This design comes from an exercise in tuning for small area on the open sky130 flow, not from production work.
Function was not checked in any run shown here: the RTL went through the layout flow alone.
Power and IR drop assume default switching activity.

**flow/design.v**
```verilog
module FIR(
    input rst,
    input clk,
    input en,
    input signed [15:0] din,
    output reg signed [15:0] dout
    );
    reg        enable_id;
    reg [1:0]  counter_r;    
    reg [4:0]  index;        
    reg [4:0]  ptap;         
    reg [4:0]  live;         
    reg        pend;         
    reg [15:0] buffer;
    reg [15:0] ring [0:27];
    reg [31:0] acc;
    reg        cy;
    wire shift = (counter_r == 2'd1) || (index == 5'd28);
    wire wr    = (shift && ptap == 5'd27) || (pend && ptap == 5'd0);
    wire [15:0] dp = wr ? buffer : ring[1];
    wire        use_p  = enable_id && index != 5'd28 && ptap < live;
    wire [15:0] x      = dp;
    wire [31:0] acc_in = (enable_id && index != 5'd0) ? acc : 32'd0;
    wire        cy_in  = enable_id && index != 5'd0 && cy;
    wire [3:0] cidx = (ptap > 5'd13) ? (5'd27 - ptap) : ptap[3:0];
    reg [24:0] bc;
    always @(*) begin
        case (cidx)
            4'd0: bc = 25'h0004911;
            4'd1: bc = 25'h0000908;
            4'd2: bc = 25'h0009294;
            4'd3: bc = 25'h0015220;
            4'd4: bc = 25'h0000428;
            4'd5: bc = 25'h0091244;
            4'd6: bc = 25'h0088234;
            4'd7: bc = 25'h0014414;
            4'd8: bc = 25'h0024a88;
            4'd9: bc = 25'h008ca82;
            4'd10: bc = 25'h1112024;
            4'd11: bc = 25'h008d031;
            4'd12: bc = 25'h0140851;
            default: bc = 25'h0408080;
        endcase
    end
    wire [24:0] bcu = use_p ? bc : 25'd0;
    wire [17:0] x1 = {{2{x[15]}}, x};
    wire [17:0] x2 = {x[15], x, 1'b0};
    wire [17:0] x3 = x1 + x2;
    wire [17:0] x4 = {x, 2'b0};
    wire [17:0] pp0 = ((bcu[0] ? x1 : 18'd0) | (bcu[1] ? x2 : 18'd0)
                      | (bcu[2] ? x3 : 18'd0) | (bcu[3] ? x4 : 18'd0)) ^ {18{bcu[4]}};
    wire [17:0] pp1 = ((bcu[5] ? x1 : 18'd0) | (bcu[6] ? x2 : 18'd0)
                      | (bcu[7] ? x3 : 18'd0) | (bcu[8] ? x4 : 18'd0)) ^ {18{bcu[9]}};
    wire [17:0] pp2 = ((bcu[10] ? x1 : 18'd0) | (bcu[11] ? x2 : 18'd0)
                      | (bcu[12] ? x3 : 18'd0) | (bcu[13] ? x4 : 18'd0)) ^ {18{bcu[14]}};
    wire [17:0] pp3 = ((bcu[15] ? x1 : 18'd0) | (bcu[16] ? x2 : 18'd0)
                      | (bcu[17] ? x3 : 18'd0) | (bcu[18] ? x4 : 18'd0)) ^ {18{bcu[19]}};
    wire [17:0] pp4 = ((bcu[20] ? x1 : 18'd0) | (bcu[21] ? x2 : 18'd0)
                      | (bcu[22] ? x3 : 18'd0) | (bcu[23] ? x4 : 18'd0)) ^ {18{bcu[24]}};
    wire [31:0] sum;
    wire        sum_c;
    wire cs_1, cs_2, cs_3, cs_4, cs_5, cs_6, cs_7, cs_8, cs_9, cs_10, cs_11, cs_12, cs_13, cs_14, cs_15, cs_16, cs_17, cs_18, cs_19, cs_20, cs_21, cs_22, cs_23, cs_24, cs_25, cs_26, cs_27, cs_28, cs_29, cs_30, cs_31, cs_32, cs_33, cs_34, cs_35, cs_36, cs_37, cs_38, cs_39, cs_40, cs_41, cs_42, cs_43, cs_44, cs_45, cs_46, cs_47, cs_48, cs_49, cs_50, cs_51, cs_52, cs_53, cs_54, cs_55, cs_56, cs_57, cs_58, cs_59, cs_60, cs_61, cs_62, cs_63, cs_64, cs_65, cs_66, cs_67, cs_68, cs_69, cs_70, cs_71, cs_72, cs_73, cs_74, cs_75, cs_76, cs_77, cs_78, cs_79, cs_80, cs_81, cs_82, cs_83, cs_84, cs_85, cs_86, cs_87, cs_88, cs_89, cs_90, cs_91, cs_92, cs_93, cs_94, cs_95, cs_96, cs_97, cs_98, cs_99, cs_100, cs_101, cs_102, cs_103, cs_104, cs_105, cs_106, cs_107, cs_108, cs_109, cs_110, cs_111, cs_112, cs_113, cs_114, cs_115, cs_116, cs_117, cs_118, cs_119, cs_120, cs_121, cs_122, cs_123, cs_124, cs_125, cs_126, cs_127, cs_128, cs_129, cs_130, cs_131, cs_132, cs_133, cs_134, cs_135, cs_136, cs_137, cs_138, cs_139, cs_140, cs_141, cs_142, cs_143, cs_144, cs_145, cs_146, cs_147, cs_148, cs_149, cs_150, cs_151, cs_152, cs_153, cs_154, cs_155, cs_156, cs_157, cs_158, cs_159, cs_160, cs_161, cs_162, cs_163, cs_164, cs_165, cs_166, cs_167, cs_168, cs_169, cs_170, cs_171, cs_172, cs_173, cs_174, cs_175, cs_176, cs_177, cs_178, cs_179, cs_180, cs_181, cs_182, cs_183, cs_184, cs_185, cs_186, cs_187, cs_188, cs_189, cs_190, cs_191, cs_192, cs_193, cs_194, cs_195, cs_196, cs_197, cs_198, cs_199, cs_200;
    assign cs_1 = acc_in[0] ^ pp0[0] ^ bcu[4];
    assign cs_2 = (acc_in[0] & pp0[0]) | (acc_in[0] & bcu[4]) | (pp0[0] & bcu[4]);
    assign cs_3 = acc_in[3] ^ pp0[3] ^ pp1[0];
    assign cs_4 = (acc_in[3] & pp0[3]) | (acc_in[3] & pp1[0]) | (pp0[3] & pp1[0]);
    assign cs_5 = acc_in[4] ^ pp0[4] ^ pp1[1];
    assign cs_6 = (acc_in[4] & pp0[4]) | (acc_in[4] & pp1[1]) | (pp0[4] & pp1[1]);
    assign cs_7 = acc_in[5] ^ pp0[5] ^ pp1[2];
    assign cs_8 = (acc_in[5] & pp0[5]) | (acc_in[5] & pp1[2]) | (pp0[5] & pp1[2]);
    assign cs_9 = acc_in[6] ^ pp0[6] ^ pp1[3];
    assign cs_10 = (acc_in[6] & pp0[6]) | (acc_in[6] & pp1[3]) | (pp0[6] & pp1[3]);
    assign cs_11 = acc_in[7] ^ pp0[7] ^ pp1[4];
    assign cs_12 = (acc_in[7] & pp0[7]) | (acc_in[7] & pp1[4]) | (pp0[7] & pp1[4]);
    assign cs_13 = acc_in[8] ^ pp0[8] ^ pp1[5];
    assign cs_14 = (acc_in[8] & pp0[8]) | (acc_in[8] & pp1[5]) | (pp0[8] & pp1[5]);
    assign cs_15 = acc_in[9] ^ pp0[9] ^ pp1[6];
    assign cs_16 = (acc_in[9] & pp0[9]) | (acc_in[9] & pp1[6]) | (pp0[9] & pp1[6]);
    assign cs_17 = pp2[3] ^ pp3[0] ^ bcu[19];
    assign cs_18 = (pp2[3] & pp3[0]) | (pp2[3] & bcu[19]) | (pp3[0] & bcu[19]);
    assign cs_19 = acc_in[10] ^ pp0[10] ^ pp1[7];
    assign cs_20 = (acc_in[10] & pp0[10]) | (acc_in[10] & pp1[7]) | (pp0[10] & pp1[7]);
    assign cs_21 = acc_in[11] ^ pp0[11] ^ pp1[8];
    assign cs_22 = (acc_in[11] & pp0[11]) | (acc_in[11] & pp1[8]) | (pp0[11] & pp1[8]);
    assign cs_23 = acc_in[12] ^ pp0[12] ^ pp1[9];
    assign cs_24 = (acc_in[12] & pp0[12]) | (acc_in[12] & pp1[9]) | (pp0[12] & pp1[9]);
    assign cs_25 = pp2[6] ^ pp3[3] ^ pp4[0];
    assign cs_26 = (pp2[6] & pp3[3]) | (pp2[6] & pp4[0]) | (pp3[3] & pp4[0]);
    assign cs_27 = acc_in[13] ^ pp0[13] ^ pp1[10];
    assign cs_28 = (acc_in[13] & pp0[13]) | (acc_in[13] & pp1[10]) | (pp0[13] & pp1[10]);
    assign cs_29 = pp2[7] ^ pp3[4] ^ pp4[1];
    assign cs_30 = (pp2[7] & pp3[4]) | (pp2[7] & pp4[1]) | (pp3[4] & pp4[1]);
    assign cs_31 = acc_in[14] ^ pp0[14] ^ pp1[11];
    assign cs_32 = (acc_in[14] & pp0[14]) | (acc_in[14] & pp1[11]) | (pp0[14] & pp1[11]);
    assign cs_33 = pp2[8] ^ pp3[5] ^ pp4[2];
    assign cs_34 = (pp2[8] & pp3[5]) | (pp2[8] & pp4[2]) | (pp3[5] & pp4[2]);
    assign cs_35 = acc_in[15] ^ pp0[15] ^ pp1[12];
    assign cs_36 = (acc_in[15] & pp0[15]) | (acc_in[15] & pp1[12]) | (pp0[15] & pp1[12]);
    assign cs_37 = pp2[9] ^ pp3[6] ^ pp4[3];
    assign cs_38 = (pp2[9] & pp3[6]) | (pp2[9] & pp4[3]) | (pp3[6] & pp4[3]);
    assign cs_39 = acc_in[16] ^ cy_in ^ pp0[16];
    assign cs_40 = (acc_in[16] & cy_in) | (acc_in[16] & pp0[16]) | (cy_in & pp0[16]);
    assign cs_41 = pp1[13] ^ pp2[10] ^ pp3[7];
    assign cs_42 = (pp1[13] & pp2[10]) | (pp1[13] & pp3[7]) | (pp2[10] & pp3[7]);
    assign cs_43 = acc_in[17] ^ ~pp0[17] ^ pp1[14];
    assign cs_44 = (acc_in[17] & ~pp0[17]) | (acc_in[17] & pp1[14]) | (~pp0[17] & pp1[14]);
    assign cs_45 = pp2[11] ^ pp3[8] ^ pp4[5];
    assign cs_46 = (pp2[11] & pp3[8]) | (pp2[11] & pp4[5]) | (pp3[8] & pp4[5]);
    assign cs_47 = acc_in[18] ^ pp1[15] ^ pp2[12];
    assign cs_48 = (acc_in[18] & pp1[15]) | (acc_in[18] & pp2[12]) | (pp1[15] & pp2[12]);
    assign cs_49 = pp3[9] ^ pp4[6] ^ 1'b1;
    assign cs_50 = (pp3[9] & pp4[6]) | (pp3[9] & 1'b1) | (pp4[6] & 1'b1);
    assign cs_51 = acc_in[19] ^ pp1[16] ^ pp2[13];
    assign cs_52 = (acc_in[19] & pp1[16]) | (acc_in[19] & pp2[13]) | (pp1[16] & pp2[13]);
    assign cs_53 = pp3[10] ^ pp4[7] ^ 1'b1;
    assign cs_54 = (pp3[10] & pp4[7]) | (pp3[10] & 1'b1) | (pp4[7] & 1'b1);
    assign cs_55 = acc_in[20] ^ ~pp1[17] ^ pp2[14];
    assign cs_56 = (acc_in[20] & ~pp1[17]) | (acc_in[20] & pp2[14]) | (~pp1[17] & pp2[14]);
    assign cs_57 = acc_in[21] ^ pp2[15] ^ pp3[12];
    assign cs_58 = (acc_in[21] & pp2[15]) | (acc_in[21] & pp3[12]) | (pp2[15] & pp3[12]);
    assign cs_59 = acc_in[22] ^ pp2[16] ^ pp3[13];
    assign cs_60 = (acc_in[22] & pp2[16]) | (acc_in[22] & pp3[13]) | (pp2[16] & pp3[13]);
    assign cs_61 = acc_in[23] ^ ~pp2[17] ^ pp3[14];
    assign cs_62 = (acc_in[23] & ~pp2[17]) | (acc_in[23] & pp3[14]) | (~pp2[17] & pp3[14]);
    assign cs_63 = acc_in[24] ^ pp3[15] ^ pp4[12];
    assign cs_64 = (acc_in[24] & pp3[15]) | (acc_in[24] & pp4[12]) | (pp3[15] & pp4[12]);
    assign cs_65 = acc_in[25] ^ pp3[16] ^ pp4[13];
    assign cs_66 = (acc_in[25] & pp3[16]) | (acc_in[25] & pp4[13]) | (pp3[16] & pp4[13]);
    assign cs_67 = acc_in[26] ^ ~pp3[17] ^ pp4[14];
    assign cs_68 = (acc_in[26] & ~pp3[17]) | (acc_in[26] & pp4[14]) | (~pp3[17] & pp4[14]);
    assign cs_69 = acc_in[27] ^ pp4[15] ^ 1'b1;
    assign cs_70 = (acc_in[27] & pp4[15]) | (acc_in[27] & 1'b1) | (pp4[15] & 1'b1);
    assign cs_71 = acc_in[28] ^ pp4[16] ^ 1'b1;
    assign cs_72 = (acc_in[28] & pp4[16]) | (acc_in[28] & 1'b1) | (pp4[16] & 1'b1);
    assign cs_73 = cs_2 ^ acc_in[1] ^ pp0[1];
    assign cs_74 = (cs_2 & acc_in[1]) | (cs_2 & pp0[1]) | (acc_in[1] & pp0[1]);
    assign cs_75 = cs_8 ^ cs_9 ^ pp2[0];
    assign cs_76 = (cs_8 & cs_9) | (cs_8 & pp2[0]) | (cs_9 & pp2[0]);
    assign cs_77 = cs_10 ^ cs_11 ^ pp2[1];
    assign cs_78 = (cs_10 & cs_11) | (cs_10 & pp2[1]) | (cs_11 & pp2[1]);
    assign cs_79 = cs_12 ^ cs_13 ^ pp2[2];
    assign cs_80 = (cs_12 & cs_13) | (cs_12 & pp2[2]) | (cs_13 & pp2[2]);
    assign cs_81 = cs_14 ^ cs_15 ^ cs_17;
    assign cs_82 = (cs_14 & cs_15) | (cs_14 & cs_17) | (cs_15 & cs_17);
    assign cs_83 = cs_16 ^ cs_18 ^ cs_19;
    assign cs_84 = (cs_16 & cs_18) | (cs_16 & cs_19) | (cs_18 & cs_19);
    assign cs_85 = cs_20 ^ cs_21 ^ pp2[5];
    assign cs_86 = (cs_20 & cs_21) | (cs_20 & pp2[5]) | (cs_21 & pp2[5]);
    assign cs_87 = cs_22 ^ cs_23 ^ cs_25;
    assign cs_88 = (cs_22 & cs_23) | (cs_22 & cs_25) | (cs_23 & cs_25);
    assign cs_89 = cs_24 ^ cs_26 ^ cs_27;
    assign cs_90 = (cs_24 & cs_26) | (cs_24 & cs_27) | (cs_26 & cs_27);
    assign cs_91 = cs_28 ^ cs_30 ^ cs_31;
    assign cs_92 = (cs_28 & cs_30) | (cs_28 & cs_31) | (cs_30 & cs_31);
    assign cs_93 = cs_32 ^ cs_34 ^ cs_35;
    assign cs_94 = (cs_32 & cs_34) | (cs_32 & cs_35) | (cs_34 & cs_35);
    assign cs_95 = cs_36 ^ cs_38 ^ cs_39;
    assign cs_96 = (cs_36 & cs_38) | (cs_36 & cs_39) | (cs_38 & cs_39);
    assign cs_97 = cs_40 ^ cs_42 ^ cs_43;
    assign cs_98 = (cs_40 & cs_42) | (cs_40 & cs_43) | (cs_42 & cs_43);
    assign cs_99 = cs_44 ^ cs_46 ^ cs_47;
    assign cs_100 = (cs_44 & cs_46) | (cs_44 & cs_47) | (cs_46 & cs_47);
    assign cs_101 = cs_48 ^ cs_50 ^ cs_51;
    assign cs_102 = (cs_48 & cs_50) | (cs_48 & cs_51) | (cs_50 & cs_51);
    assign cs_103 = cs_52 ^ cs_54 ^ cs_55;
    assign cs_104 = (cs_52 & cs_54) | (cs_52 & cs_55) | (cs_54 & cs_55);
    assign cs_105 = cs_56 ^ cs_57 ^ pp4[9];
    assign cs_106 = (cs_56 & cs_57) | (cs_56 & pp4[9]) | (cs_57 & pp4[9]);
    assign cs_107 = cs_58 ^ cs_59 ^ pp4[10];
    assign cs_108 = (cs_58 & cs_59) | (cs_58 & pp4[10]) | (cs_59 & pp4[10]);
    assign cs_109 = cs_60 ^ cs_61 ^ pp4[11];
    assign cs_110 = (cs_60 & cs_61) | (cs_60 & pp4[11]) | (cs_61 & pp4[11]);
    assign cs_111 = cs_62 ^ cs_63 ^ 1'b1;
    assign cs_112 = (cs_62 & cs_63) | (cs_62 & 1'b1) | (cs_63 & 1'b1);
    assign cs_113 = cs_64 ^ cs_65 ^ 1'b1;
    assign cs_114 = (cs_64 & cs_65) | (cs_64 & 1'b1) | (cs_65 & 1'b1);
    assign cs_115 = cs_72 ^ acc_in[29] ^ ~pp4[17];
    assign cs_116 = (cs_72 & acc_in[29]) | (cs_72 & ~pp4[17]) | (acc_in[29] & ~pp4[17]);
    assign cs_117 = cs_74 ^ acc_in[2] ^ pp0[2];
    assign cs_118 = (cs_74 & acc_in[2]) | (cs_74 & pp0[2]) | (acc_in[2] & pp0[2]);
    assign cs_119 = cs_82 ^ cs_83 ^ pp2[4];
    assign cs_120 = (cs_82 & cs_83) | (cs_82 & pp2[4]) | (cs_83 & pp2[4]);
    assign cs_121 = cs_84 ^ cs_85 ^ pp3[2];
    assign cs_122 = (cs_84 & cs_85) | (cs_84 & pp3[2]) | (cs_85 & pp3[2]);
    assign cs_123 = cs_86 ^ cs_87 ^ bcu[24];
    assign cs_124 = (cs_86 & cs_87) | (cs_86 & bcu[24]) | (cs_87 & bcu[24]);
    assign cs_125 = cs_88 ^ cs_89 ^ cs_29;
    assign cs_126 = (cs_88 & cs_89) | (cs_88 & cs_29) | (cs_89 & cs_29);
    assign cs_127 = cs_90 ^ cs_91 ^ cs_33;
    assign cs_128 = (cs_90 & cs_91) | (cs_90 & cs_33) | (cs_91 & cs_33);
    assign cs_129 = cs_92 ^ cs_93 ^ cs_37;
    assign cs_130 = (cs_92 & cs_93) | (cs_92 & cs_37) | (cs_93 & cs_37);
    assign cs_131 = cs_94 ^ cs_95 ^ cs_41;
    assign cs_132 = (cs_94 & cs_95) | (cs_94 & cs_41) | (cs_95 & cs_41);
    assign cs_133 = cs_96 ^ cs_97 ^ cs_45;
    assign cs_134 = (cs_96 & cs_97) | (cs_96 & cs_45) | (cs_97 & cs_45);
    assign cs_135 = cs_98 ^ cs_99 ^ cs_49;
    assign cs_136 = (cs_98 & cs_99) | (cs_98 & cs_49) | (cs_99 & cs_49);
    assign cs_137 = cs_100 ^ cs_101 ^ cs_53;
    assign cs_138 = (cs_100 & cs_101) | (cs_100 & cs_53) | (cs_101 & cs_53);
    assign cs_139 = cs_102 ^ cs_103 ^ pp3[11];
    assign cs_140 = (cs_102 & cs_103) | (cs_102 & pp3[11]) | (cs_103 & pp3[11]);
    assign cs_141 = cs_104 ^ cs_105 ^ 1'b1;
    assign cs_142 = (cs_104 & cs_105) | (cs_104 & 1'b1) | (cs_105 & 1'b1);
    assign cs_143 = cs_106 ^ cs_107 ^ 1'b1;
    assign cs_144 = (cs_106 & cs_107) | (cs_106 & 1'b1) | (cs_107 & 1'b1);
    assign cs_145 = cs_114 ^ cs_66 ^ cs_67;
    assign cs_146 = (cs_114 & cs_66) | (cs_114 & cs_67) | (cs_66 & cs_67);
    assign cs_147 = cs_116 ^ acc_in[30] ^ 1'b1;
    assign cs_148 = (cs_116 & acc_in[30]) | (cs_116 & 1'b1) | (acc_in[30] & 1'b1);
    assign cs_149 = cs_118 ^ cs_3 ^ bcu[9];
    assign cs_150 = (cs_118 & cs_3) | (cs_118 & bcu[9]) | (cs_3 & bcu[9]);
    assign cs_151 = cs_130 ^ cs_131 ^ pp4[4];
    assign cs_152 = (cs_130 & cs_131) | (cs_130 & pp4[4]) | (cs_131 & pp4[4]);
    assign cs_153 = cs_132 ^ cs_133 ^ 1'b1;
    assign cs_154 = (cs_132 & cs_133) | (cs_132 & 1'b1) | (cs_133 & 1'b1);
    assign cs_155 = cs_138 ^ cs_139 ^ pp4[8];
    assign cs_156 = (cs_138 & cs_139) | (cs_138 & pp4[8]) | (cs_139 & pp4[8]);
    assign cs_157 = cs_144 ^ cs_108 ^ cs_109;
    assign cs_158 = (cs_144 & cs_108) | (cs_144 & cs_109) | (cs_108 & cs_109);
    assign cs_159 = cs_146 ^ cs_68 ^ cs_69;
    assign cs_160 = (cs_146 & cs_68) | (cs_146 & cs_69) | (cs_68 & cs_69);
    assign cs_161 = cs_148 ^ acc_in[31] ^ 1'b1;
    assign cs_162 = (cs_148 & acc_in[31]) | (cs_148 & 1'b1) | (acc_in[31] & 1'b1);
    assign cs_163 = cs_150 ^ cs_4 ^ cs_5;
    assign cs_164 = (cs_150 & cs_4) | (cs_150 & cs_5) | (cs_4 & cs_5);
    assign cs_165 = cs_154 ^ cs_134 ^ cs_135;
    assign cs_166 = (cs_154 & cs_134) | (cs_154 & cs_135) | (cs_134 & cs_135);
    assign cs_167 = cs_156 ^ cs_140 ^ cs_141;
    assign cs_168 = (cs_156 & cs_140) | (cs_156 & cs_141) | (cs_140 & cs_141);
    assign cs_169 = cs_158 ^ cs_110 ^ cs_111;
    assign cs_170 = (cs_158 & cs_110) | (cs_158 & cs_111) | (cs_110 & cs_111);
    assign cs_171 = cs_160 ^ cs_70 ^ cs_71;
    assign cs_172 = (cs_160 & cs_70) | (cs_160 & cs_71) | (cs_70 & cs_71);
    assign cs_173 = cs_164 ^ cs_6 ^ cs_7;
    assign cs_174 = (cs_164 & cs_6) | (cs_164 & cs_7) | (cs_6 & cs_7);
    assign cs_175 = cs_166 ^ cs_136 ^ cs_137;
    assign cs_176 = (cs_166 & cs_136) | (cs_166 & cs_137) | (cs_136 & cs_137);
    assign cs_177 = cs_168 ^ cs_142 ^ cs_143;
    assign cs_178 = (cs_168 & cs_142) | (cs_168 & cs_143) | (cs_142 & cs_143);
    assign cs_179 = cs_170 ^ cs_112 ^ cs_113;
    assign cs_180 = (cs_170 & cs_112) | (cs_170 & cs_113) | (cs_112 & cs_113);
    assign cs_181 = cs_174 ^ cs_75 ^ bcu[14];
    assign cs_182 = (cs_174 & cs_75) | (cs_174 & bcu[14]) | (cs_75 & bcu[14]);
    assign cs_183 = cs_182 ^ cs_76 ^ cs_77;
    assign cs_184 = (cs_182 & cs_76) | (cs_182 & cs_77) | (cs_76 & cs_77);
    assign cs_185 = cs_184 ^ cs_78 ^ cs_79;
    assign cs_186 = (cs_184 & cs_78) | (cs_184 & cs_79) | (cs_78 & cs_79);
    assign cs_187 = cs_186 ^ cs_80 ^ cs_81;
    assign cs_188 = (cs_186 & cs_80) | (cs_186 & cs_81) | (cs_80 & cs_81);
    assign cs_189 = cs_188 ^ cs_119 ^ pp3[1];
    assign cs_190 = (cs_188 & cs_119) | (cs_188 & pp3[1]) | (cs_119 & pp3[1]);
    assign cs_191 = cs_190 ^ cs_120 ^ cs_121;
    assign cs_192 = (cs_190 & cs_120) | (cs_190 & cs_121) | (cs_120 & cs_121);
    assign cs_193 = cs_192 ^ cs_122 ^ cs_123;
    assign cs_194 = (cs_192 & cs_122) | (cs_192 & cs_123) | (cs_122 & cs_123);
    assign cs_195 = cs_194 ^ cs_124 ^ cs_125;
    assign cs_196 = (cs_194 & cs_124) | (cs_194 & cs_125) | (cs_124 & cs_125);
    assign cs_197 = cs_196 ^ cs_126 ^ cs_127;
    assign cs_198 = (cs_196 & cs_126) | (cs_196 & cs_127) | (cs_126 & cs_127);
    assign cs_199 = cs_198 ^ cs_128 ^ cs_129;
    assign cs_200 = (cs_198 & cs_128) | (cs_198 & cs_129) | (cs_128 & cs_129);
    wire [31:0] csa_a = {cs_161, cs_147, cs_172, cs_171, cs_159, cs_180, cs_179, cs_169, cs_178, cs_177, cs_167, cs_176, cs_175, cs_165, cs_152, cs_200, cs_199, cs_197, cs_195, cs_193, cs_191, cs_189, cs_187, cs_185, cs_183, cs_181, cs_173, cs_163, cs_149, cs_117, cs_73, cs_1};
    wire [31:0] csa_b = {1'b0, 1'b0, cs_115, 1'b0, 1'b0, cs_145, 1'b0, 1'b0, cs_157, 1'b0, 1'b0, cs_155, 1'b0, 1'b0, cs_153, cs_151, 1'b0, 1'b0, 1'b0, 1'b0, 1'b0, 1'b0, 1'b0, 1'b0, 1'b0, 1'b0, 1'b0, 1'b0, 1'b0, 1'b0, 1'b0, 1'b0};
    wire [16:0] sum_lo = {1'b0, csa_a[15:0]} + {1'b0, csa_b[15:0]};
    assign sum = {csa_a[31:16] + csa_b[31:16], sum_lo[15:0]};
    assign sum_c = sum_lo[16];
    integer i;
    always @(posedge clk) begin
        ring[0] <= dp;
        for (i = 1; i < 27; i = i + 1)
            ring[i] <= ring[i+1];
        ring[27] <= ring[0];
        if (en && (wr || (!pend && !shift)))
            buffer <= din;
        acc <= sum;
        cy  <= sum_c;
    end
    always @(posedge clk or posedge rst) begin
        if (rst) begin
            enable_id <= 1'b0;
            counter_r <= 2'd0;
            index     <= 5'd0;
            ptap      <= 5'd27;
            live      <= 5'd0;
            pend      <= 1'b0;
        end else begin
            enable_id <= en;
            if (en && counter_r != 2'd2)
                counter_r <= counter_r + 2'd1;
            if (index == 5'd28)
                index <= 5'd0;
            else if (enable_id)
                index <= index + 5'd1;
            else
                index <= 5'd0;
            if (counter_r == 2'd0)
                ptap <= 5'd27;
            else if (!shift)
                ptap <= (ptap == 5'd0) ? 5'd27 : ptap - 5'd1;
            if (shift && live != 5'd28)
                live <= live + 5'd1;
            if (shift)
                pend <= !wr;
            else if (wr)
                pend <= 1'b0;
        end
    end
    always @(posedge clk) begin
        if (!rst && index == 5'd0)
            dout <= {acc[31], acc[29:15]};
    end
endmodule
```
**flow/run.sh**
```bash
#!/bin/bash
# synth_recipe.tcl (not shown) runs the flow's synth.tcl, then flattens the netlist and writes it again
# the make line also repeats each setting of config.mk as NAME=value (left out here)
make -C /OpenROAD-flow-scripts/flow DESIGN_CONFIG=/design/flow/config.mk WORK_HOME=/design/flow/orfs CLKGATE_MAP_FILE= SYNTH_SCRIPT=/design/flow/synth_recipe.tcl finish
```
**flow/config.mk**
```make
export PLATFORM = sky130hd
export DESIGN_NAME = FIR
export DESIGN_NICKNAME = FIR
export VERILOG_FILES = /design/flow/design.v
export SDC_FILE = /design/flow/constraint.sdc
export NUM_CORES = 4
export LEC_CHECK = 0
export CAP_MARGIN = 20
export CORE_MARGIN = 2
export CORE_UTILIZATION = 50
export CTS_BUF_LIST = sky130_fd_sc_hd__clkbuf_4 sky130_fd_sc_hd__clkbuf_8
export CTS_CLUSTER_DIAMETER = 60
export CTS_CLUSTER_SIZE = 20
export HOLD_SLACK_MARGIN = 0
export SLEW_MARGIN = 20
```
**flow/constraint.sdc**
```tcl
create_clock -name core_clock -period 12.0 [get_ports {clk}]
set_input_delay 2.4000 -clock core_clock [delete_from_list [all_inputs] [get_ports {clk}]]
set_output_delay 2.4000 -clock core_clock [all_outputs]
set_load 0.01 [all_outputs]
```
==> summary.md, run 1 <==
| Metric | Value |
|---|---|
| GRT Total Usage | `0.2280` |
| Final setup vio count | `0` |
| First-pass GRT wire length | `67380 um` |
| HP Start | `ring[10][3]` |
| Multiplexer area fraction after synthesis | `0.01420` |
| Highest-count cells in the layout ignoring fill and taps | `dfxtp_1 (480), inv_1 (148), fa_1 (88)` |
| Met1 WL | `19680 um` |
| Cell leakage power | `8.329 nW` |
| CP most frequent cell | `fa_1` |
| Tmin final | `11.20 ns` |
| Largest net degree at the start of global routing | `53` |
| Final Skew | `0.04539 ns` |
| Commonest non-fill, non-tap cell in the layout | `dfxtp_1` |
| Switching pwr | `2.510 mW` |
| Asr flop ratio synth | `0.03578` |
| Ys flop type | `dfxtp_1` |
| Sequential share of the synthesized area | `0.5806` |
| Outcome | `finished clean` |
| Die H | `199.1 um` |
| Area grow syn2layout | `9.433%` |
| Area share of fa/ha/maj cells after synthesis | `0.1300` |
| Fin. max-slew vios | `0` |
| Min-Delay Path Class | `register to register` |
| GRT overflow | `0` |
| Initial core utilization | `0.5065` |
| Pint | `3.798 mW` |
| CTS H-tree depth | `2` |
| CP max stage delay | `0.71 ns` |
| Sink Count | `531` |
| Die area | `0.03964 mm2` |
| Core area | `0.03758 mm2` |
| Antenna violations before repair | `1` |
| Sw Share | `0.3979` |
| Distinct cell type count after synthesis | `95` |
| Post-layout util | `0.5543` |
| Critical Path AT | `11.76 ns` |
| RSZ-0062 raised after global routing | `false` |
| Syn Std Cell Area | `0.01903 mm2` |
| DR WL met3 | `3381 um` |
| WL final | `43450 um` |
| Max-cap viol count | `0` |
| Crit-path max FO | `16` |
| CTS tree | `built` |
| Clk buf depth | `3` |
| Synth Area in Compound Gates | `0.1189` |
| Synthesized area per cell | `12.43 um2` |
| Register clock-pin slew on the reported worst setup and hold paths | `0.11 ns` |
| Peak supply drop | `0.5747 mV` |
| CP Capture Type | `register` |
| Slew margin rel. | `0.3038` |
| Power share of the sequential group | `0.392` |
| Drt initial violations | `1105` |
| Final hold violations | `0` |
| Nets | `1760` |
| Final worst path period share | `0.9333` |
| DRT antenna net count | `0` |
| Worst hold slack | `0.2948 ns` |
| CP Launch Type | `register` |
| Cell family with most CP delay | `adder cells` |
| CTS Buf Count | `35` |
| WL met2 | `18880 um` |
| Yosys reg bits | `531` |
| Pwr dens | `302.8 mW/mm2` |
| Fraction of layout cells with a size suffix above 1 | `0.1110` |
| Gate count of the mapped netlist | `1531` |
| Routed len/inst | `20.46 um` |
| Row Count | `71` |
| Drt drc | `0` |
| Clk Latency, worst-skew pair | `0.62 ns` |
| Simple-gate share of the synthesized area | `0.05884` |
| Root buffer cell | `clkbuf_8` |
| Clock power frac | `0.140` |
| Crit path launch | `ptap[0]` |
| Comb pwr share | `0.468` |
| Ys Warns | `2` |
| GP Congestion | `0.9618` |
| Via count | `11400` |
| Fill cell count | `3291` |
| Post-Syn Nets | `1695` |
| Width of the die | `199.1 um` |
| Number of synthesized flops with an enable pin | `32` |
| Antenna diodes | `0` |
| Largest family of logic cells by synthesized area | `adder cells` |
| Vias per cell | `5.367` |
| Vias in the first global route | `11500` |
| Slew @ Worst Pin | `1.044 ns` |
| Drt first pass iters | `7` |
| CP required | `12.56 ns` |
| Post-DP HPWL | `30730 um` |
| XOR/XNOR Fraction of Synth Area | `0.04832` |
| Fmax | `89.29 MHz` |
| CP max-delay cell | `dfstp_2` |
| CTS Hold Buffers Added | `0` |
| Crit Path Class | `register to register` |
| I/O pin total | `35` |
| CP bufs+invs | `7` |
| Max Used Layer | `met4` |
| Reg-to-Reg Start | `ptap[0]` |
| Post-DP Area | `0.02005 mm2` |
| Number of port buffers | `34` |
| Final Cell Area | `0.02083 mm2` |
| Final setup TNS | `0 ns` |
sequential cells by signal, summed over array words and instances, names as in the netlist:
signal     flops
buffer        16
ring         448
counter_r      2
pend           1
ptap           5
live           5
index          5
enable_id      1
dout          16
acc           32
cell families after synthesis:
logic type / after synthesis
AO/OA/AOI/OAI: 296
XOR/XNOR: 105
adder cells (fa/ha/maj): 145
buffers and inverters: 214
flip-flops: 531
multiplexers: 22
AND/OR/NAND/NOR: 218
final timing paths:
kind | slack [ns] | end | depth (start not counted)
hold reg to reg | 0.29 | ring[9][3] | 0
hold / removal | 0.29 | ring[9][3] | 0
min in group asynchronous | 2.25 | index[3] | 2
max in group asynchronous | 9.23 | ptap[2] | 2
setup reg to reg | 0.80 | acc[28] | 38
setup / recovery | 0.80 | acc[28] | 38
Yosys cell counts, types with 6 or more instances:
library cell | count | area (um2)
fa_1 | 88 | 1762
nor2_1 | 60 | 225.2
ha_1 | 57 | 713.2
o21ai_0 | 32 | 160.2
a211oi_1 | 6 | 45.04
and3_1 | 9 | 56.30
dfxtp_1 | 480 | 9609
inv_1 | 148 | 555.5
a222oi_1 | 14 | 140.1
o21bai_1 | 7 | 52.55
buf_2 | 29 | 145.1
a2bb2oi_1 | 6 | 52.55
xor2_1 | 35 | 306.5
o21ai_1 | 6 | 30.03
nor2b_1 | 10 | 62.56
o211ai_1 | 9 | 67.56
nand2b_1 | 9 | 56.30
nand3_1 | 14 | 70.07
a31oi_1 | 9 | 56.30
o221ai_1 | 22 | 192.7
edfxtp_1 | 32 | 960.9
nor3_1 | 14 | 70.07
clkbuf_1 | 11 | 41.29
a21o_1 | 6 | 45.04
a21oi_1 | 41 | 205.2
a221oi_1 | 15 | 131.4
and2_1 | 17 | 106.4
mux2i_1 | 12 | 120.1
mux2i_2 | 6 | 82.58
xnor2_1 | 70 | 613.1
nand2_1 | 52 | 195.2
a22oi_1 | 8 | 60.06
a41oi_1 | 7 | 61.31
dfrtp_1 | 15 | 375.4
buf_4 | 15 | 112.6
o22ai_1 | 51 | 319.1
routing by layer:
metal	GRT usage	vias up
li1	-	5321
met1	0.3116	5563
met2	0.3456	409
met3	0.06143	107
met4	0.08817	0
met5	0.003831	-
cell type report:
class | instances | area (um2) | share of cell area
tap | 511 | 639.4 | 0.03070
timing repair buffer | 90 | 773.2 | 0.03712
clock inverter | 9 | 122.6 | 0.005887
multi-input combinational | 786 | 7103 | 0.3410
clock buffer | 45 | 569.3 | 0.02733
inverter | 152 | 570.5 | 0.02739
sequential | 531 | 11050 | 0.5305
timing repair:
item | CTS | global route
setup endpoints to repair | 0 | 8
setup buffers | 0 | 7
gates resized for setup | 0 | 5
power groups by stage:
stage | clock, mW | combinational (mW) | sequential (mW)
after global routing | 0.991 | 3.30 | 2.53
after detailed placement | 0 | 2.88 | 2.52
after CTS | 0.923 | 2.90 | 2.49
after floorplan | 0 | 2.11 | 2.45
final | 0.884 | 2.95 | 2.47
after global placement | 0 | 2.85 | 2.51
stage by stage:
stage	setup WS (ns)	total power, mW	cells
after floorplan	1.405	4.564	1531
after global placement	0.5045	5.368	2063
after detailed placement	0.3034	5.405	2063
after CTS	0.3066	6.314	2117
after global routing	0.1483	6.821	2124
final	0.8000	6.308	2124
==> inputs of run 2 (changes only) <==
==> flow/flow/run.sh (new file) <==
#!/bin/bash
# Standard ORFS layout with two changes:
#  - after the standard synthesis, flow/polarity.py re-chooses the polarity of
#    the full adders to drop inverters (same function, same registers);
#  - ports are buffered with buf_1 cells.
set -euo pipefail
R=orfs/results/$FLOW_PLATFORM/FIR/base
bash standard.sh synth > synth.log 2>&1
python3 flow/polarity.py $R/1_2_yosys.v > polarity.log 2>&1
bash standard.sh BUFFER_PORTS_ARGS="-buffer_cell sky130_fd_sc_hd__buf_1" finish > layout.log 2>&1
==> flow/flow/polarity.py (new file) <==
#!/usr/bin/env python3
"""Re-choose the polarity of full adders in a mapped netlist to remove inverters.

A full adder is self-dual: FA(~a, ~b, ~c) = ~FA(a, b, c) on both outputs.  The
synthesised netlist has inverters between full adders; this script removes every
inverter, picks for each sky130 fa cell whether it computes on true or on
complemented values, and adds back one inverter per signal that still has a load
needing the other polarity.  The function of the netlist is unchanged.
usage: polarity.py netlist.v  (rewritten in place)
"""
import re, sys, random

path = sys.argv[1]
text = open(path).read()
OUTS = {'X', 'Y', 'Q', 'Q_N', 'SUM', 'COUT', 'HI', 'LO'}
inst_re = re.compile(r'^(\s*)(sky130_fd_sc_hd__\w+)\s+(\S+)\s*\((.*?)\);\n', re.S | re.M)
pin_re = re.compile(r'\.(\w+)\(([^()]*)\)')

insts = []
for m in inst_re.finditer(text):
    pins = [(p, n.strip()) for p, n in pin_re.findall(m.group(4))]
    insts.append(dict(span=m.span(), indent=m.group(1), type=m.group(2), name=m.group(3), pins=pins))

def fmt(n):
    return n + ' ' if n.startswith('\\') else n

def is_inv(t):
    return re.match(r'sky130_fd_sc_hd__(clk)?inv_\d+$', t) is not None
def is_fa(t):
    return re.match(r'sky130_fd_sc_hd__fa_\d+$', t) is not None
def is_const(n):
    return re.match(r"^\d+'[bh][01]$", n) is not None

driver = {}
for i, c in enumerate(insts):
    for p, n in c['pins']:
        if p in OUTS:
            driver[n] = (i, p)

# nets used outside instances (assigns, ports) keep their inverters
other = text
for c in reversed(insts):
    other = other[:c['span'][0]] + other[c['span'][1]:]
assign_nets = set()
for m in re.finditer(r'assign\s+(.*?);', other, re.S):
    for tok in re.findall(r'\\\S+|[A-Za-z_][\w$]*(?:\[\d+\])?', m.group(1)):
        assign_nets.add(tok)
outports = set()
for m in re.finditer(r'^\s*output\s+(?:\[(\d+):(\d+)\]\s*)?(\S+)\s*;', other, re.M):
    if m.group(1):
        for k in range(int(m.group(2)), int(m.group(1)) + 1):
            outports.add(f'{m.group(3)}[{k}]')
    else:
        outports.add(m.group(3))

# removable inverters: output net not an assign/port net
removable = set()
for i, c in enumerate(insts):
    if is_inv(c['type']):
        y = dict(c['pins'])['Y']
        if y not in assign_nets and y not in outports:
            removable.add(i)

def root(n):
    par = 0
    seen = 0
    while n in driver and driver[n][0] in removable:
        a = dict(insts[driver[n][0]]['pins'])['A']
        n = a; par ^= 1; seen += 1
        if seen > 100: raise SystemExit('inverter loop')
    return n, par

fa_ids = [i for i, c in enumerate(insts) if is_fa(c['type'])]
fa_index = {i: k for k, i in enumerate(fa_ids)}
# loads: (inst, pin, source, parity)
loads = {}
for i, c in enumerate(insts):
    if i in removable:
        continue
    for p, n in c['pins']:
        if p in OUTS or n == '':
            continue
        s, par = root(n)
        loads.setdefault(s, []).append((i, p, par))
src_fa = {}
for s in loads:
    if s in driver and driver[s][0] in fa_index:
        src_fa[s] = driver[s][0]

def need(s, L, pol):
    pd = pol.get(src_fa.get(s), 0)
    return L[2] ^ pol.get(L[0], 0) ^ pd

def cost_of(s, pol):
    if is_const(s):
        return 0
    return 1 if any(need(s, L, pol) for L in loads[s]) else 0

touch = {}
for s, Ls in loads.items():
    ids = set(L[0] for L in Ls if L[0] in fa_index)
    if s in src_fa:
        ids.add(src_fa[s])
    for i in ids:
        touch.setdefault(i, []).append(s)

def total(pol):
    return sum(cost_of(s, pol) for s in loads)

best = None
rng = random.Random(1)
for trial in range(20):
    pol = {i: (rng.random() < 0.5 if trial else 0) for i in fa_ids}
    improved = True
    while improved:
        improved = False
        order = fa_ids[:]
        rng.shuffle(order)
        for i in order:
            before = sum(cost_of(s, pol) for s in touch.get(i, []))
            pol[i] ^= 1
            after = sum(cost_of(s, pol) for s in touch.get(i, []))
            if after < before:
                improved = True
            else:
                pol[i] ^= 1
    t = total(pol)
    if best is None or t < best[0]:
        best = (t, dict(pol))
ninv_before = sum(1 for i in removable)
pol = best[1]

# rewrite
newpins = {}
new_insts = []
new_wires = []
invnet = {}
k = 0
for s, Ls in loads.items():
    for L in Ls:
        i, p, par = L
        if need(s, L, pol):
            if is_const(s):
                net = s[:-1] + ('0' if s[-1] == '1' else '1')
            else:
                if s not in invnet:
                    k += 1
                    invnet[s] = f'polinv_n{k}'
                    new_wires.append(invnet[s])
                    new_insts.append(f'  sky130_fd_sc_hd__inv_1 polinv_{k} (\n    .A({fmt(s)}),\n    .Y({invnet[s]})\n  );\n')
                net = invnet[s]
        else:
            net = s
        newpins[(i, p)] = net

out = []
pos = 0
for i, c in enumerate(insts):
    a, b = c['span']
    out.append(text[pos:a])
    pos = b
    if i in removable:
        continue
    pins = []
    for p, n in c['pins']:
        n2 = newpins.get((i, p), n)
        pins.append(f'    .{p}({fmt(n2)})')
    out.append(f"{c['indent']}{c['type']} {c['name']} (\n" + ',\n'.join(pins) + '\n  );\n')
tail = text[pos:]
m = tail.rfind('endmodule')
out.append(tail[:m] + ''.join(new_insts) + tail[m:])
res = ''.join(out)
decl = ''.join(f'  wire {w};\n' for w in new_wires)
res = re.sub(r'(\n\s*(?:wire|input|output)\b)', '\n' + decl.rstrip('\n') + r'\1', res, count=1) if decl else res
open(path, 'w').write(res)
print(f'polarity: inverters {ninv_before} removed, {k} added; fa flipped {sum(pol.values())} of {len(fa_ids)}')
==> flow/standard.sh (new file) <==
#!/bin/bash
# synth_recipe.tcl (not shown) runs the flow's synth.tcl, then flattens the netlist and writes it again
# the make line also repeats each setting of config.mk as NAME=value (left out here)
make -C /OpenROAD-flow-scripts/flow DESIGN_CONFIG=/design/flow/config.mk WORK_HOME=/design/flow/orfs CLKGATE_MAP_FILE= SYNTH_SCRIPT=/design/flow/synth_recipe.tcl "${@:-finish}"
removed: flow/run.sh
==> run 2 against run 1 <==
Against the previous run: first-iteration DRC count is 10% lower; final cell count is 1.6% lower; clock power is 2.5% higher; via count is 1.3% lower; power is 1.3% lower; critical path type unchanged; critical endpoint unchanged; largest power group unchanged.
==> summary.md, run 2 <==
| Metric | Value |
|---|---|
| Outcome | `finished clean` |
| Max-cap viol count | `0` |
| CP Launch Type | `register` |
| CP required | `12.54 ns` |
| Min-Delay Path Class | `register to register` |
| Crit Path Class | `register to register` |
| CP max-delay cell | `dfstp_2` |
| CP most frequent cell | `fa_1` |
| GRT overflow | `0` |
| CTS tree | `built` |
| Number of port buffers | `34` |
| Gate count of the mapped netlist | `1478` |
| Initial core utilization | `0.5036` |
| R2r worst-path depth | `36` |
| Area grow syn2layout | `9.168%` |
| PnR Total Power | `6.228 mW` |
| Row Count | `71` |
| Ys Warns | `2` |
| Final worst path period share | `0.9462` |
| Syn Std Cell Area | `0.01883 mm2` |
| First-pass GRT wire length | `65170 um` |
| Root buffer cell | `clkbuf_8` |
| Antenna violations before repair | `0` |
| CP max stage delay | `0.54 ns` |
| Via count | `11250` |
| CTS Buf Count | `36` |
| Post-Syn Nets | `1642` |
| GRT Total Usage | `0.2210` |
| Peak supply drop | `0.4097 mV` |
| Nets | `1725` |
| Commonest non-fill, non-tap cell in the layout | `dfxtp_1` |
| Width of the die | `198.1 um` |
| Final hold violations | `0` |
| I/O pin total | `35` |
| Final Skew | `0.03258 ns` |
| Slew margin rel. | `0.3071` |
| Vias in the first global route | `11310` |
| Crit path launch | `ptap[1]` |
| Core area | `0.03740 mm2` |
| Drt first pass iters | `6` |
| Final setup TNS | `0 ns` |
| Die area | `0.03924 mm2` |
| Drt drc | `0` |
| Pwr dens | `302.9 mW/mm2` |
| Final setup vio count | `0` |
| Post-DP HPWL | `30060 um` |
| CP Capture Type | `register` |
| Slew @ Worst Pin | `1.039 ns` |
| Sink Count | `531` |
| Largest registers | `ring: 448 flops, acc: 32 flops` |
| Routed len/inst | `20.04 um` |
| Fraction of layout cells with a size suffix above 1 | `0.1222` |
| Cell leakage power | `8.150 nW` |
| Fmax | `88.07 MHz` |
| Largest Register | `ring` |
| Fin. max-slew vios | `0` |
| Largest register FFs | `448` |
| Vias per cell | `5.385` |
| Largest net degree at the start of global routing | `35` |
| Reg-to-Reg Start | `ptap[1]` |
| Clk buf depth | `3` |
| Register-to-Register Setup Slack | `0.65 ns` |
| R2r endpoint | `acc[28]` |
| CTS H-tree depth | `2` |
| Clk Latency, worst-skew pair | `0.61 ns` |
| HP Start | `ring[9][14]` |
| Worst Setup EP | `acc[28]` |
| Highest-count cells in the layout ignoring fill and taps | `dfxtp_1 (480), inv_1 (99), fa_1 (88)` |
| WL final | `41880 um` |
| Critical Path AT | `11.89 ns` |
| Worst hold slack | `0.3245 ns` |
| GP Congestion | `0.9557` |
| Tmin final | `11.35 ns` |
| Crit-path max FO | `6` |
| Synthesized area per cell | `12.74 um2` |
| Antenna diodes | `0` |
| Die H | `198.1 um` |
| Drt initial violations | `989` |
| DRT antenna net count | `0` |
| Register clock-pin slew on the reported worst setup and hold paths | `0.12 ns` |
-- run 2: worst min path at each step --
stage	to	slack [ns]	cells past startpoint
2_1_floorplan	ring[10][0]	0.31	0
3_3_place_gp	ring[9][8]	0.31	0
3_5_place_dp	ring[10][1]	0.31	0
4_1_cts	ring[24][3]	0.32	0
5_1_grt	ring[26][4]	0.33	0
6_report	ring[8][14]	0.32	0
-- run 2: final cells by class --
type	count	area (um2)
inverters	99	371.6
well taps	511	639.4
clock buffers	47	584.3
multi-input cells	786	7092
clock inverters	9	147.6
flip-flops and latches	531	11050
repair buffers	107	675.6
fillers	3173	16840
-- run 2: power breakdown --
part / total [mW] / internal [mW] / switching [mW]
registers: 2.47 / 2.32 / 0.141
clock network: 0.906 / 0.361 / 0.545
logic: 2.86 / 1.11 / 1.74
total: 6.23 / 3.80 / 2.43
-- run 2: what timing repair did --
action	4_1_cts	5_1_grt
hold endpoints to repair	0	0
setup endpoints to repair	0	5
setup buffers	0	3
hold buffers	0	0
gates resized for setup	0	5
-- run 2: routing by layer --
metal / routed length (um) / vias up / share of wire / global-route usage
met5: 0 / - / 0 / 0
met4: 1699 / 0 / 0.041 / 0.09997
met3: 2912 / 103 / 0.070 / 0.04735
li1: - / 5244 / - / -
met2: 18260 / 423 / 0.44 / 0.3393
met1: 19010 / 5484 / 0.45 / 0.3012
-- run 2: critical path: cells and delay by family, from the launching register on --
kind | cells | cell delay [ns]
and+or+nand+nor | 3 | 0.47
adders and majority gates | 19 | 7.70
AOI/OAI and AO/OA | 8 | 1.98
xor gates and xnor gates | 2 | 0.29
buffers and inverters | 4 | 0.33
DFF | 1 | 0.54
-- run 2: through the flow --
step	std cells	utilization	setup slack, ns	area (um2)
CTS	2087	0.5488	0.2703	20520
global route	2090	0.5498	-0.003723	20560
detailed placement	2031	0.5292	0.2800	19790
finish	2090	0.5498	0.6452	20560
floorplan	1478	-	0.5810	18830
global placement	2031	0.5292	0.3969	19790

[static timing again, ports no longer ideal]
No port has a modelled driver above. Below, the same layouts with a new extraction and two added sets of constraints.
Step 1 (the two cells are an assumption about what drives the block):
set clk [get_ports {clk}]
set_driving_cell -lib_cell sky130_fd_sc_hd__clkbuf_16 $clk
set_driving_cell -lib_cell sky130_fd_sc_hd__buf_2 [delete_from_list [all_inputs] $clk]
Step 2 times the ports against the registers' clock, not the clock port: input delays grow and output delays shrink by t, the midpoint of the rising clock arrivals with the driver on.
Slacks: ideal / step 1 / step 2; pairs: ideal / step 1.
run | t, ns | setup slack, ns | clock arrival spread, ns
run 1 | 0.650 | 0.800 / 0.800 / 0.800 | 0.047 / 0.048
run 2 | 0.649 | 0.645 / 0.645 / 0.645 | 0.032 / 0.033
After both steps every run listed still meets setup and hold.
